This design comes from an exercise in tuning for small area, a short achievable clock period and few clock cycles on the open sky130 flow, not from production work. Only simulation tests tie the RTL to the original design; equivalence was not proved. No activity file was given, so power comes from the tool's default toggle rates.

File: flow/config.mk
export PLATFORM = sky130hd
export DESIGN_NAME = CPU
export DESIGN_NICKNAME = CPU
export VERILOG_FILES = /design/flow/design.v
export SDC_FILE = /design/flow/constraint.sdc
export NUM_CORES = 4
export LEC_CHECK = 0
export CAP_MARGIN = 20
export CORE_MARGIN = 2
export CORE_UTILIZATION = 40
export SLEW_MARGIN = 20
File: flow/constraint.sdc
create_clock -name core_clock -period 10.0 [get_ports {clk}]
set_input_delay 2.0000 -clock core_clock [delete_from_list [all_inputs] [get_ports {clk}]]
set_output_delay 2.0000 -clock core_clock [all_outputs]
set_load 0.01 [all_outputs]
File: flow/design.v
module ALU(A, B, op, zero, out);
	input signed[31:0] A, B;
	input[2:0] op;
	output zero;
	output[31:0] out;
	assign out = (op==3'b000) ? A + B:
			(op==3'b001) ? A - B:
			(op==3'b010) ? A & B:
			(op==3'b011) ? A | B:
			(op==3'b100) ? A ^ B:
			(op==3'b101) ? ((A < B)? 1 : 0) : 0;
	assign zero = ~|out;
endmodule
module adder32bit(A, B, out);
	input[31:0] A, B;
	output[31:0] out;
	assign out = A + B;
endmodule
module controller(op, func3, func7, regWrite, resultSrc, memWrite, jal, branch, jalr, ALUControl, ALUSrc, immSrc);
	input[6:0] op, func7;
	input[2:0] func3;
	output reg[2:0] ALUControl, immSrc;
	output reg[1:0] resultSrc;
	output reg memWrite, jal, branch, jalr, ALUSrc, regWrite;
	parameter[6:0] RTYPE = 7'b0110011, ITYPE = 7'b0010011, STYPE = 7'b0100011, JTYPE = 7'b1101111,
		 BTYPE = 7'b1100011, UTYPE = 7'b0110111, LWTYPE = 7'b0000011, JALRTYPE = 7'b1100111;
	parameter[9:0] ADD = 10'b0000000000, SUB = 10'b0100000000, AND = 10'b0000000111, OR = 10'b0000000110, SLT = 10'b0000000010;
	parameter[2:0] LW = 3'b010, ADDI = 3'b000, XORI = 3'b100, ORI = 3'b110, SLTI = 3'b010, JALR = 3'b000, 
			SW = 3'b010,
			BEQ = 3'b000, BNE = 3'b001, BLT = 3'b100, BGE = 3'b101; 
	always@(op, func3, func7)
	begin
		{regWrite, resultSrc, memWrite, jal, branch, jalr, ALUControl, ALUSrc, immSrc} = 14'b0;
		case(op)
			RTYPE:
			begin
				{regWrite, resultSrc, memWrite, jal, branch, jalr, ALUSrc} = 8'b1000_0000;
				case({func7, func3})
					ADD: ALUControl = 3'b000;
					SUB: ALUControl = 3'b001;
					AND: ALUControl = 3'b010;
					OR: ALUControl = 3'b011;
					SLT: ALUControl = 3'b101;
				endcase
			end
			ITYPE:
			begin
				{regWrite, resultSrc, memWrite, jal, branch, jalr, ALUSrc, immSrc} = 11'b1000_0001_000;
				case(func3)
					ADDI: ALUControl = 3'b000;
					XORI: ALUControl = 3'b100;
					ORI: ALUControl = 3'b011;
					SLTI: ALUControl = 3'b101;
				endcase
			end
			STYPE: {regWrite, memWrite, jal, branch, jalr, ALUControl, ALUSrc, immSrc} = 12'b0100_0000_1001;
			JTYPE: {regWrite, resultSrc, memWrite, jal, branch, jalr, immSrc} = 10'b1100_1000_10;
			BTYPE: 
			begin
				{regWrite, memWrite, jal, branch, jalr, ALUSrc, immSrc} = 9'b0001_0001_1;
				case(func3)
					BEQ:
					begin
						ALUControl <= 3'b001;
					end
					BNE:
					begin
						ALUControl <= 3'b001;
					end
					BLT:
					begin
						ALUControl <= 3'b101;
					end
					BGE:
					begin
						ALUControl <= 3'b101;
					end
				endcase
			end
			UTYPE: {regWrite, resultSrc, memWrite, jal, branch, jalr, immSrc} = 10'b1110_0001_00;
			LWTYPE: {regWrite, resultSrc, memWrite, jal, branch, jalr, ALUControl, ALUSrc, immSrc} = 14'b1010_0000_0010_00;
			JALRTYPE: {regWrite, resultSrc, memWrite, jal, branch, jalr, ALUControl, ALUSrc, immSrc} = 14'b1100_0010_0010_00;
		endcase
	end
endmodule
module decoder(jalr, jal, branch, zero, LSB, func3, PCSrc);
	input jalr, jal, branch, zero, LSB;
	input[2:0] func3;
	output reg[1:0] PCSrc;
	parameter[2:0] BEQ = 3'b000, BNE = 3'b001, BLT = 3'b100, BGE = 3'b101;
	always@(jalr, jal, branch, zero, LSB, func3)
	begin
		if(jal)
			PCSrc = 2'b01;
		else if(jalr)
			PCSrc = 2'b10;
		else if(branch)
		begin
			case(func3)
				BEQ: PCSrc = zero ? 2'b01 : 2'b00;
				BNE: PCSrc = zero ? 2'b00 : 2'b01;
				BLT: PCSrc = LSB ? 2'b01 : 2'b00;
				BGE: PCSrc = LSB ? 2'b00 : 2'b01;
				default: PCSrc = 2'b00;
			endcase
		end
		else
			PCSrc = 2'b00;
	end
endmodule
module FDReg(clk, en, clr, instRF, PCF, PCPlus4F, instRD, PCD, PCPlus4D);
	input clk, en, clr;
	input[31:0] instRF, PCF, PCPlus4F;
	output reg[31:0] instRD, PCD, PCPlus4D;
	always@(posedge clk)
	begin
		if(clr)
			{instRD, PCD, PCPlus4D} <= 96'b0;
		else if(~en) 
			{instRD, PCD, PCPlus4D} <= {instRF, PCF, PCPlus4F};
		else
			{instRD, PCD, PCPlus4D} <= {instRD, PCD, PCPlus4D};
	end
endmodule
module DEReg(clk, clr, regWriteD, resultSrcD, memWriteD, jalD, branchD, jalrD, ALUControlD, ALUSrcD,func3D ,RD1D, RD2D, PCD, RS1D, RS2D, RDD,
		immExtD, PCPlus4D, regWriteE, resultSrcE, memWriteE, jalE, branchE, jalrE, ALUControlE, ALUSrcE, func3E, RD1E, RD2E, PCE, RS1E,
		RS2E, RDE, immExtE, PCPlus4E);
	input clk, clr;
	input regWriteD;
	input[1:0] resultSrcD;
	input memWriteD, jalD, branchD, jalrD;
	input[2:0] ALUControlD;
	input ALUSrcD;
	input[2:0] func3D;
	input[31:0] RD1D, RD2D, PCD;
	input[4:0] RS1D, RS2D, RDD;
	input[31:0] immExtD, PCPlus4D;
	output reg regWriteE;
	output reg[1:0] resultSrcE;
	output reg memWriteE, jalE, branchE, jalrE;
	output reg[2:0] ALUControlE;
	output reg ALUSrcE;
	output reg[2:0] func3E;
	output reg[31:0] RD1E, RD2E, PCE;
	output reg[4:0] RS1E, RS2E, RDE;
	output reg[31:0] immExtE, PCPlus4E;
	always@(posedge clk)
	begin
		if(clr)
			{regWriteE, resultSrcE, memWriteE, jalE, branchE, jalrE, ALUControlE, ALUSrcE, func3E, RD1E, RD2E, PCE, RS1E, RS2E,
			RDE, immExtE, PCPlus4E} <= 0;
		else
			{regWriteE, resultSrcE, memWriteE, jalE, branchE, jalrE, ALUControlE, ALUSrcE, func3E, RD1E, RD2E, PCE, RS1E, RS2E, RDE,
			immExtE, PCPlus4E} <= {regWriteD, resultSrcD, memWriteD, jalD, branchD, jalrD, ALUControlD, ALUSrcD, func3D, RD1D, RD2D,
			PCD, RS1D, RS2D, RDD, immExtD, PCPlus4D};
	end
endmodule
module EMReg(clk, rst, regWriteE, resultSrcE, memWriteE, ALUResultE, writeDataE, RDE, immExtE, PCPlus4E, regWriteM, resultSrcM, memWriteM,
		ALUResultM, writeDataM, RDM, immExtM, PCPlus4M);
	input clk, rst;
	input regWriteE;
	input[1:0] resultSrcE;
	input memWriteE;
	input[31:0] ALUResultE, writeDataE;
	input[4:0] RDE;
	input[31:0] immExtE, PCPlus4E;
	output reg regWriteM;
	output reg[1:0] resultSrcM;
	output reg memWriteM;
	output reg[31:0] ALUResultM, writeDataM;
	output reg[4:0] RDM;
	output reg[31:0] immExtM, PCPlus4M;
	always@(posedge clk)
	begin
		if(rst)
			{regWriteM, resultSrcM, memWriteM} <= 0;
		else
		{regWriteM, resultSrcM, memWriteM, ALUResultM, writeDataM, RDM, immExtM, PCPlus4M} <= {regWriteE, resultSrcE, memWriteE,
		ALUResultE, writeDataE, RDE, immExtE, PCPlus4E};
	end
endmodule
module MWReg(clk, rst, regWriteM, resultSrcM, ALUResultM, readDataM, RDM, immExtM, PCPlus4M, regWriteW, resultSrcW, ALUResultW, readDataW, RDW,
		immExtW, PCPlus4W);
	input clk, rst;
	input regWriteM;
	input[1:0] resultSrcM;
	input[31:0] ALUResultM, readDataM;
	input[4:0] RDM;
	input[31:0] immExtM, PCPlus4M;
	output reg regWriteW;
	output reg[1:0] resultSrcW;
	output reg[31:0] ALUResultW, readDataW;
	output reg[4:0] RDW;
	output reg[31:0] immExtW, PCPlus4W;
	always@(posedge clk)
	begin
		if(rst)
			{regWriteW, resultSrcW} <= 0;
		else
		{regWriteW, resultSrcW, ALUResultW, readDataW, RDW, immExtW, PCPlus4W} <= {regWriteM, resultSrcM, ALUResultM, readDataM, RDM,
		immExtM, PCPlus4M};
	end
endmodule
module hazardUnit(RS1D, RS2D, RS1E, RS2E, RDE, PCSrcE, resultSrcE, RDM, regWriteM, RDW, regWriteW, resultSrcM, resultSrcW, stallF, stallD, flushD, flushE, forwardAE,
		forwardBE);
	input[4:0] RS1D, RS2D, RS1E, RS2E, RDE;
	input[1:0] PCSrcE, resultSrcE;
	input[4:0] RDM;
	input regWriteM;
	input[4:0] RDW;
	input regWriteW;
	input[1:0] resultSrcM, resultSrcW;
	output reg stallF, stallD, flushD, flushE;
	output reg[1:0] forwardAE, forwardBE;
	reg lwStall;
	always@(RS1D, RS2D, RS1E, RS2E, RDE, PCSrcE, resultSrcE, RDM, regWriteM, RDW, regWriteW, resultSrcM, resultSrcW)
	begin
		{stallF, stallD, flushD, flushE, forwardAE, forwardBE} = 0; 
		if(RS1E == RDM && resultSrcM==2'b11 && RS1E!=0)
			forwardAE = 2'b11;
		else if (((RS1E == RDM) && regWriteM) && RS1E!=0)
			forwardAE = 2'b10;
		else if ((RS1E == RDW && regWriteW && RS1E!=0) || (RS1E == RDW && resultSrcW==2'b11 && RS1E!=0))
			forwardAE = 2'b01;
		else
			forwardAE = 2'b00;
		if(RS2E == RDM && resultSrcM==2'b11 && RS2E!=0)
			forwardBE = 2'b11;
		else if (((RS2E == RDM) && regWriteM) && RS2E!=0)
			forwardBE = 2'b10;
		else if ((RS2E == RDW && regWriteW && RS2E!=0) || (RS2E == RDW && resultSrcW==2'b11 && RS2E!=0))
			forwardBE = 2'b01;
		else
			forwardBE = 2'b00;
		if(((RS1D == RDE) || (RS2D == RDE)) && (resultSrcE == 2'b01))
			lwStall = 1'b1;
		else
			lwStall = 1'b0;
		{stallF, stallD} = {lwStall, lwStall};
		if(PCSrcE != 2'b00)
			flushD = 1'b1;
		else
			flushD = 1'b0;
		if(PCSrcE != 2'b00 || lwStall == 1)
			flushE = 1'b1;
		else
			flushE = 1'b0;
	end
endmodule
module immExtend(in, immSrc, out);
	input[31:7] in;
	input[2:0] immSrc;
	output[31:0] out;
	assign out = (immSrc == 3'b000) ? {{20{in[31]}}, in[31:20]}:
		(immSrc == 3'b001) ? {{20{in[31]}}, in[31:25], in[11:7]}:
		(immSrc == 3'b010) ? {{12{in[31]}}, in[31], in[19:12], in[20], in[30:21], 1'b0}:
		(immSrc == 3'b011) ? {{19{in[31]}}, in[31], in[7], in[30:25], in[11:8], 1'b0}:
		(immSrc == 3'b100) ? {in[31:12], 12'b0}:
		32'b0;
endmodule
module mux2to1(i0, i1, sel, out);
	input[31:0] i0, i1;
	input sel;
	output[31:0] out;
	assign out = (sel==1'b0) ? i0:
			(sel==1'b1) ? i1 : 0;
endmodule
module mux3to1(i0, i1, i2, sel, out);
	input[31:0] i0, i1, i2;
	input[1:0] sel;
	output[31:0] out;
	assign out = (sel==2'b00) ? i0:
			(sel==2'b01) ? i1:
			(sel==2'b10) ? i2: 0;
endmodule
module mux4to1(i0, i1, i2, i3, sel, out);
	input[31:0] i0, i1, i2, i3;
	input[1:0] sel;
	output[31:0] out;
	assign out = (sel==2'b00) ? i0:
			(sel==2'b01) ? i1:
			(sel==2'b10) ? i2:
			(sel==2'b11) ? i3: 0;
endmodule
module reg32bit(in, clk, rst, en, out);
	input[31:0] in;
	input clk, rst, en;
	output reg[31:0] out;
	always@(posedge clk)
	begin
		if(rst)
			out <= 32'b0;
		else if(~en)
			out <= in;
		else
			out <= out;
	end
endmodule
module regFile(A1, A2, A3, WD, regWrite, clk, RD1, RD2);
	input[4:0] A1, A2, A3;
	input[31:0] WD;
	input regWrite, clk;
	output[31:0] RD1, RD2;
	reg[31:0] mem[0:31];
	assign RD1 = (A1 == 5'b0) ? 32'b0 : mem[A1];
	assign RD2 = (A2 == 5'b0) ? 32'b0 : mem[A2];
	always@(negedge clk) 
	begin
		if(regWrite && A3!=32'b0)
			mem[A3] <= WD;
		else
			mem[A3] <= mem[A3];
	end
endmodule
module dataPath(clk, rst, instRF, readDataM, PCFOut, ALUResultMOut, writeDataMOut, memWriteMOut, regWriteD, resultSrcD, memWriteD, jalD, branchD, jalrD, ALUControlD, ALUSrcD, immSrcD, stallF, stallD, flushD, 
		flushE, forwardAE, forwardBE, op, func3, func7, RS1DOut, RS2DOut, RS1EOut, RS2EOut, RDEOut, PCSrcEOut, resultSrcEOut,
		RDMOut, regWriteMOut, RDWOut, regWriteWOut, resultSrcMOut, resultSrcWOut);
	input clk, rst;
	input[31:0] instRF, readDataM;
	output[31:0] PCFOut, ALUResultMOut, writeDataMOut;
	output memWriteMOut;
	input regWriteD;
	input[1:0] resultSrcD;
	input memWriteD, jalD, branchD, jalrD;
	input[2:0] ALUControlD;
	input ALUSrcD;
	input[2:0] immSrcD;
	input stallF, stallD, flushD, flushE;
	input[1:0] forwardAE, forwardBE;
	output[6:0] op;
	output[2:0] func3;
	output[6:0] func7;
	output[4:0] RS1DOut, RS2DOut;
	output[4:0] RS1EOut, RS2EOut, RDEOut;
	output[1:0] PCSrcEOut, resultSrcEOut;
	output[4:0] RDMOut;
	output regWriteMOut;
	output[4:0] RDWOut;
	output regWriteWOut;
	output[1:0] resultSrcMOut, resultSrcWOut;
	wire[31:0] PCFNext, PCF, PCPlus4F;
	wire[31:0] instRD;
	wire[2:0] func3D; 
	wire[31:0] RD1D, RD2D, PCD;
	wire[4:0] RS1D, RS2D, RDD; 
	wire[31:0] immExtD, PCPlus4D;
	wire regWriteE;
	wire[1:0] resultSrcE;
	wire memWriteE, jalE, branchE, jalrE;
	wire[2:0] ALUControlE;
	wire ALUSrcE;
	wire[2:0] func3E;
	wire[31:0] RD1E, RD2E, PCE;
	wire[4:0] RS1E, RS2E, RDE;
	wire[31:0] immExtE, PCPlus4E;
	wire[31:0] srcAE, srcBE, writeDataE, ALUResultE, PCTargetE;
	wire zeroE;
	wire regWriteM;
	wire[1:0] resultSrcM;
	wire memWriteM;
	wire[31:0] ALUResultM, writeDataM;
	wire[4:0] RDM;
	wire[31:0] immExtM, PCPlus4M;
	wire regWriteW;
	wire[1:0] resultSrcW;
	wire[31:0] ALUResultW, readDataW;
	wire[4:0] RDW;
	wire[31:0] immExtW, PCPlus4W, resultW;
	wire[1:0] PCSrcE;
	mux3to1 PCMux(PCPlus4F, PCTargetE, ALUResultE, PCSrcE, PCFNext);
	reg32bit PCReg(PCFNext, clk, rst, stallF, PCF);
	adder32bit addWith4(PCF, 4, PCPlus4F);
	FDReg myFDReg(clk, stallD, flushD | rst, instRF, PCF, PCPlus4F, instRD, PCD, PCPlus4D);
	regFile myRegFile(instRD[19:15], instRD[24:20], RDW, resultW, regWriteW, clk, RD1D, RD2D);
	immExtend myImmExt(instRD[31:7], immSrcD, immExtD);
	DEReg myDEReg(clk, flushE | rst, regWriteD, resultSrcD, memWriteD, jalD, branchD, jalrD, ALUControlD, ALUSrcD, func3D, RD1D, RD2D, PCD, RS1D,
			RS2D, RDD, immExtD, PCPlus4D, regWriteE, resultSrcE, memWriteE, jalE, branchE, jalrE, ALUControlE, ALUSrcE, func3E,
			RD1E, RD2E, PCE, RS1E, RS2E, RDE, immExtE, PCPlus4E);
	mux4to1 forwardAMux(RD1E, resultW, ALUResultM, immExtM, forwardAE, srcAE);
	mux4to1 forwardBMux(RD2E, resultW, ALUResultM, immExtM,forwardBE, writeDataE);
	mux2to1 srcBEMux(writeDataE, immExtE, ALUSrcE, srcBE);
	adder32bit addWithImm(PCE, immExtE, PCTargetE);
	ALU myALU(srcAE, srcBE, ALUControlE, zeroE, ALUResultE);
	EMReg myEMReg(clk, rst, regWriteE, resultSrcE, memWriteE, ALUResultE, writeDataE, RDE, immExtE, PCPlus4E, regWriteM, resultSrcM, memWriteM,
		ALUResultM, writeDataM, RDM, immExtM, PCPlus4M);
	MWReg myMWReg(clk, rst, regWriteM, resultSrcM, ALUResultM, readDataM, RDM, immExtM, PCPlus4M, regWriteW, resultSrcW, ALUResultW, readDataW,
			RDW, immExtW, PCPlus4W);
	mux4to1 resultMux(ALUResultW, readDataW, PCPlus4W, immExtW, resultSrcW, resultW);
	decoder DCD(jalrE, jalE, branchE, zeroE, ALUResultE[0], func3E, PCSrcE);
	assign func3D = instRD[14:12];
	assign RS1D = instRD[19:15];
	assign RS2D = instRD[24:20];
	assign RDD = instRD[11:7];
	assign op = instRD[6:0];
	assign func3 = instRD[14:12];
	assign func7 = instRD[31:25];
	assign PCFOut = PCF;
	assign ALUResultMOut = ALUResultM;
	assign writeDataMOut = writeDataM;
	assign memWriteMOut = memWriteM;
	assign RS1DOut = RS1D;
	assign RS2DOut = RS2D;
	assign RS1EOut = RS1E;
	assign RS2EOut = RS2E;
	assign RDEOut = RDE;
	assign PCSrcEOut = PCSrcE;
	assign resultSrcEOut = resultSrcE;
	assign RDMOut = RDM;
	assign regWriteMOut = regWriteM;
	assign RDWOut = RDW;
	assign regWriteWOut = regWriteW;
	assign resultSrcMOut = resultSrcM;
	assign resultSrcWOut = resultSrcW;
endmodule
module CPU(clk, rst, imem_addr, imem_rdata, dmem_addr, dmem_wdata, dmem_we, dmem_rdata);
	input clk, rst;
	output[31:0] imem_addr;
	input[31:0] imem_rdata;
	output[31:0] dmem_addr, dmem_wdata;
	output dmem_we;
	input[31:0] dmem_rdata;
	wire[4:0] RS1D, RS2D, RS1E, RS2E, RDE;
	wire[1:0] PCSrcE, resultSrcE;
	wire[4:0] RDM;
	wire regWriteM;
	wire[4:0] RDW;
	wire regWriteW, stallF, stallD, flushD, flushE;
	wire[1:0] forwardAE, forwardBE;
	wire[1:0] resultSrcM, resultSrcW;
	wire[6:0] op;
	wire[2:0] func3;
	wire[6:0] func7;
	wire regWrite;
	wire[1:0] resultSrc;
	wire memWrite, jal, branch, jalr;
	wire[2:0] ALUControl;
	wire ALUSrc;
	wire[2:0] immSrc;
	hazardUnit HU(RS1D, RS2D, RS1E, RS2E, RDE, PCSrcE, resultSrcE, RDM, regWriteM, RDW, regWriteW, resultSrcM, resultSrcW, stallF,
			stallD, flushD, flushE, forwardAE, forwardBE);
	dataPath DP(clk, rst, imem_rdata, dmem_rdata, imem_addr, dmem_addr, dmem_wdata, dmem_we, regWrite, resultSrc, memWrite, jal, branch, jalr, ALUControl, ALUSrc, immSrc, stallF, stallD, flushD, 
		flushE, forwardAE, forwardBE, op, func3, func7, RS1D, RS2D, RS1E, RS2E, RDE, PCSrcE, resultSrcE,
		RDM, regWriteM, RDW, regWriteW, resultSrcM, resultSrcW);
	controller CU(op, func3, func7, regWrite, resultSrc, memWrite, jal, branch, jalr, ALUControl, ALUSrc, immSrc);
endmodule
File: flow/run.sh
#!/bin/bash
# synth_recipe.tcl (not shown) runs the flow's synth.tcl, then flattens the netlist and writes it again
# the make line also repeats each setting of config.mk as NAME=value (left out here)
make -C /OpenROAD-flow-scripts/flow DESIGN_CONFIG=/design/flow/config.mk WORK_HOME=/design/flow/orfs CLKGATE_MAP_FILE= SYNTH_SCRIPT=/design/flow/synth_recipe.tcl finish
==> results.cfg <==
[outcome]
status = finished clean

[grt]
grt_pass1_wl_um = 364000
track_usage = 0.2628
antenna_found_initial = 6
grt_overflow = 0
grt_pass1_vias = 53640
grt_max_degree = 161

[critical_path]
slowest_stage = a2111oi_4
criticalPathCategory = reg -> reg
critPathArrivalTime_ns = 10.18
required_ns = 10.68
worstReg2RegStart = DP.myEMReg.RDM[0]
start_kind = flop
end_kind = flop
slowest_delay_ns = 0.70
path_max_fanout = 32
startpoint = DP.myEMReg.RDM[0]

[yosys]
synth_top_area_cell = edfxtp_1
synthCells = 4971
avgSynthCellArea_um2 = 15.30
yosysWarnings = 9
netlist_top_cells_count = edfxtp_1 (1,290), mux4_2 (673), nand2_1 (349)
ys_seq_elements = 1610
seq_area_frac_synth = 0.5937
synth_ff_type = edfxtp_1
synth.most_common_cell = edfxtp_1
async_flop_share = 0
synth_edf_count = 1290
synth_cell_types = 92
synth_area_leaders = edfxtp_1 (51%), mux4_2 (20%), dfxtp_1 (8.4%), ha_1 (2.1%), nand2_1 (1.7%)
synth_area_mm2 = 0.07604
synth_top_area_frac = 0.5094

[sta]
rsz0062_at_grt = false
fin_crit_ns = 9.500
period_share = 0.9500
finalClockSkew_ns = 0.1069
finalHoldViolCount = 0
slew_viol_final = 0
slew_headroom = 0.1817
setup_violations = 0
max_freq_ghz = 0.1053
finalSetupTns_ns = 0
worstMarginPinSlew_ns = 1.223

[cells_and_area]
final_cells = 8799
largest_reg_flops = 1024
multi_input_area_mm2 = 0.02937
top_register = DP.myRegFile.mem
nNetsFinal = 6341
design_area_mm2 = 0.09082
num-fill-cells = 16530
fin_util = 0.4790
ff_latch_area_mm2 = 0.04519
drive_above_1_share = 0.1876
syn_to_final_growth_pct = 19.44

[place]
gp_congestion = 0.9804
port_buffers = 162
placed_area_mm2 = 0.08103
place_hpwl_um = 164400
dp.cells = 7455

[clock_network]
htree_levels = 4
cts_made_buffers = 175
root_buffer = clkbuf_16
cts_buffer_depth = 3
cts.hold.buffers_added = 0
cts_sinks = 1610
worst_skew_pair.late_latency_ns = 0.88
clkTransAtPathRegs_ns = 0.06
cts_tree = yes

[routing]
wl_per_cell_um = 29.13
num_vias = 51870
antenna_left = 0
drc = 0
drt_first_pass_iters = 9
drt_iter0_markers = 6013
drt_wl_total_um = 256300
viasPerCell = 5.895

[floorplanning]
start_util = 0.4011
die_h_um = 440
row_count = 160
coreArea_mm2 = 0.1896
die_x_um = 440
pin_count = 163
dieArea_mm2 = 0.1936

[power_and_ir_drop]
irDropWorstVdd_uv = 149.8
power.density_mw_per_mm2 = 194.3
leakage_uw = 0.03454

[flow_run]
maxCapViolCount = 0

[worst_hold_path]
min_from = DP.myDEReg.PCPlus4E[11]
min_path_type = reg -> reg
[per-layer routing]
| metal | part of all wire | up-vias | track usage |
|---|---|---|---|
| li1 | - | 22020 | - |
| met1 | 0.39 | 26770 | 0.3402 |
| met2 | 0.48 | 2628 | 0.4200 |
| met3 | 0.082 | 450 | 0.05643 |
| met4 | 0.044 | 0 | 0.1304 |
| met5 | 0 | - | 0 |
[power breakdown]
group / total, uW / switching, uW / internal [uW]
Clock: 8250 / 3960 / 4290
Combinational: 1700 / 1050 / 655
Sequential: 7690 / 184 / 7510
Total: 17600 / 5190 / 12500
[per-stage QoR]
step                hold slack [ns]  setup slack [ns]  total power [uW]
global route                 0.4080           0.02894             18480
CTS                          0.4030            0.6455             17790
floorplan                    0.3855             1.077              9344
finish                       0.4038            0.5003             17640
global placement             0.3867            0.8167             10090
detailed placement           0.3887            0.7002             10090
[critical path, delay by kind of cell (launching register included)]
kind,cells,cell delay [ns]
xor gates and xnor gates,1,0.19
and+or+nand+nor,8,3.04
DFF,1,0.44
muxes,2,0.62
adders and majority gates,1,0.38
AOI/OAI and AO/OA,11,3.60
buffers and inverters,4,0.98
[path summary, 6_finish.rpt]
path	end	slack (ns)	cells past startpoint
setup / recovery	DP.myDEReg.immExtE[27]	0.50	27
hold / removal	DP.myEMReg.PCPlus4M[11]	0.40	0
setup reg to reg	DP.myDEReg.immExtE[27]	0.50	27
hold reg to reg	DP.myEMReg.PCPlus4M[11]	0.40	0
[cell type report]
type	count	share of cell area
antenna	3	0.00008266
clock inverter	1144	0.05740
tap	2511	0.03459
multi-input combinational	2887	0.3234
timing repair buffer	294	0.03031
inverter	152	0.006365
clock buffer	198	0.05030
sequential	1610	0.4975
[repair_timing]
action                                  4_1_cts  5_1_grt
buffers inserted                              0        0
endpoints found under the setup margin        0       14
resized for setup                             0        1
[kinds of logic (layout without fill, tap and decap cells)]
group,count (synthesis),after routing,share of synthesized area
buffers and inverters,505,1788,0.02546
AND/OR/NAND/NOR,1091,1091,0.06705
other,1,35,0.00004932
multiplexers,762,762,0.2111
flip-flops,1610,1610,0.5937
adder cells (fa/ha/maj),131,131,0.02185
XOR/XNOR,104,104,0.01198
AO/OA/AOI/OAI,767,767,0.06878
[cell usage in the layout, fill, tap and decap left out, types with 128 or more instances in the layout]
master           count
a21oi_1            216
dfxtp_1            306
edfxtp_1          1290
mux4_2             673
nor2_1             301
clkbuf_16          176
ha_1               128
inv_1             1197
nand2_1            347
clkdlybuf4s50_1    161
Testbench counts, summed over its fixed seeds: cycles 338,225.
